Background: an optimization exercise with open tools, aiming at small area. Do not read the settings as production practice.
Only simulation tests tie the RTL to the original design; equivalence was not proved.
No activity file was given, so power comes from the tool's default toggle rates.

==> flow/design.v <==
`timescale 1ns / 1ps
module casino(d, s, c, start, roll, rst, clk);
	output [3:0] d;
	output [6:0] s;
	input [7:0] c;
	input start, clk, roll, rst;
	reg [10:0] cap;   
	wire [10:0] ca = cap ^ 11'd682;
	wire ca_j = (ca == 11'd1020);
	wire ca_d0 = (ca == 11'd1020);
	wire ca_d1 = (ca == 11'd40);
	wire ca_fb = ca[10] ^ ca[1] ^ ca_j;
	always @(posedge clk) cap <= rst ? 11'd469 : ({ca[9:0], ca_fb} ^ 11'd682);
	reg [4:0] cyp;   
	wire [4:0] cy = cyp ^ 5'd10;
	wire cy_j = (cy == 5'd11);
	wire cy_d0 = (cy == 5'd11);
	wire cy_fb = cy[4] ^ cy[1] ^ cy_j;
	always @(posedge clk) cyp <= rst ? 5'd15 : ({cy[3:0], cy_fb} ^ 5'd10);
	reg [3:0] cvp;   
	wire [3:0] cv = cvp ^ 4'd10;
	wire cv_j = (cv == 4'd9);
	wire cv_d0 = (cv == 4'd9);
	wire cv_fb = cv[3] ^ cv[0] ^ cv_j;
	always @(posedge clk) cvp <= rst ? 4'd1 : ({cv[2:0], cv_fb} ^ 4'd10);
	wire e54 = ca_j & cy_j;          
	wire stick = ca_d1 & cv_j;       
	reg [2:0] kk;
	always @(posedge clk)
		if (rst) kk <= 3'd0;
		else if (e54) kk <= kk + 3'd1;
	wire [1:0] k = kk[2:1];
	assign d = ~(4'b0001 << k);
	reg [7:0] r;
	always @(posedge clk)
		if (rst) r <= 8'hFF;
		else if (stick) r <= start ? {r[6:0], ^(c & r)} : 8'hFF;
	reg W, roll_q;
	always @(posedge clk)
		if (rst) begin W <= 1'b0; roll_q <= 1'b1; end
		else begin
			roll_q <= roll;
			if (roll & ~roll_q & start) W <= (r[7:4] == r[3:0]);
		end
	localparam [15:0] H0 = 16'b0001000010000011;
	localparam [15:0] H1 = 16'b0010000010001110;
	localparam [15:0] H2 = 16'b0000001010111010;
	localparam [15:0] H3 = 16'b1000011010010010;
	localparam [15:0] H4 = 16'b1101000000000100;
	localparam [15:0] H5 = 16'b1101100001100000;
	localparam [15:0] H6 = 16'b0010100000010010;
	wire [3:0] nib = (k == 2'd0) ? r[7:4] : r[3:0];
	wire [6:0] hx = {H6[nib], H5[nib], H4[nib], H3[nib], H2[nib], H1[nib], H0[nib]};
	reg [4:0] sc;
	always @(posedge clk)
		if (rst) sc <= 5'b10011;
		else case (k)
			2'd0: sc <= {1'b0, r[7:4]};
			2'd1: sc <= {1'b0, r[3:0]};
			2'd2: sc <= W ? 5'b10010 : 5'b00000;
			default: sc <= W ? 5'b10000 : 5'b10001;
		endcase
	wire [6:0] hs = {H6[sc[3:0]], H5[sc[3:0]], H4[sc[3:0]], H3[sc[3:0]], H2[sc[3:0]], H1[sc[3:0]], H0[sc[3:0]]};
	reg [6:0] sp;
	always @* case (sc[1:0])
		2'b00: sp = 7'b1000001;
		2'b01: sp = 7'b1110001;
		2'b10: sp = 7'b1111001;
		default: sp = 7'b1111111;
	endcase
	assign s = sc[4] ? sp : hs;
endmodule
clock: 10.0 ns
lec_check: 0
cap_margin: 20
core_margin: 2
core_utilization: 40
slew_margin: 20
run.sh (not shown) runs the stock make flow with config.mk's settings and CLKGATE_MAP_FILE= SYNTH_SCRIPT=/design/flow/synth_recipe.tcl, a recipe that flattens the netlist after the stock synthesis.
Then changed:
CORE_UTILIZATION = 60   (was 40)
CTS_BUF_LIST = sky130_fd_sc_hd__clkbuf_4   (was unset)
Synthesized cell count does not change.
Die area shrinks by 32%.
Count of clock-buffer cells in the layout stays the same.
Synthesized area is unchanged.
Sequential share of layout area grows by 1.3 points.
Final cell count shrinks by 7.2%.
Via count grows by 2.3%.
Critical path depth is unchanged.
Sequential power barely changes.
Then changed:
CORE_UTILIZATION = 85   (was 60)
PLACE_DENSITY = 0.9   (was unset)
What happened: This time the run never finished: it broke off in global placement without I/O. Synthesized cell count does not change. Synthesized area does not change.
Then changed:
CORE_UTILIZATION = 70   (was 85)
CTS_BUF_LIST = sky130_fd_sc_hd__clkbuf_8   (was sky130_fd_sc_hd__clkbuf_4)
CTS_CLUSTER_DIAMETER = 200   (was unset)
CTS_CLUSTER_SIZE = 50   (was unset)
PLACE_DENSITY = unset   (was 0.9)
=> This time the run went through all stages and came out clean; synthesized area does not change; synthesized cell count stays the same.

## afterwards: timing with drivers on the ports
The flow's constraints put no driver on any port. The routed layouts listed below were extracted and timed again, unchanged, in two steps.
Step 1, drivers: a clkbuf_16 drives clk and a buf_2 each remaining input, both assumed.
Step 2 times the ports against the registers' clock, not the clock port: input delays grow and output delays shrink by t, the midpoint of the rising clock arrivals with the driver on.
a / b / c = ideal ports / drivers / drivers and shift; a / b = the first two.
run | t, ns | setup slack, ns | worst setup path after step 2 | worst slew at a driven data input, ns
the first run | 0.303 | 5.864 / 5.838 / 6.141 | register to output | 0.03
the second run | 0.345 | 5.800 / 5.779 / 6.124 | register to output | 0.03
the fourth run | 0.314 | 5.618 / 5.594 / 5.908 | register to output | 0.03
After both steps setup and hold are still met in every run listed.
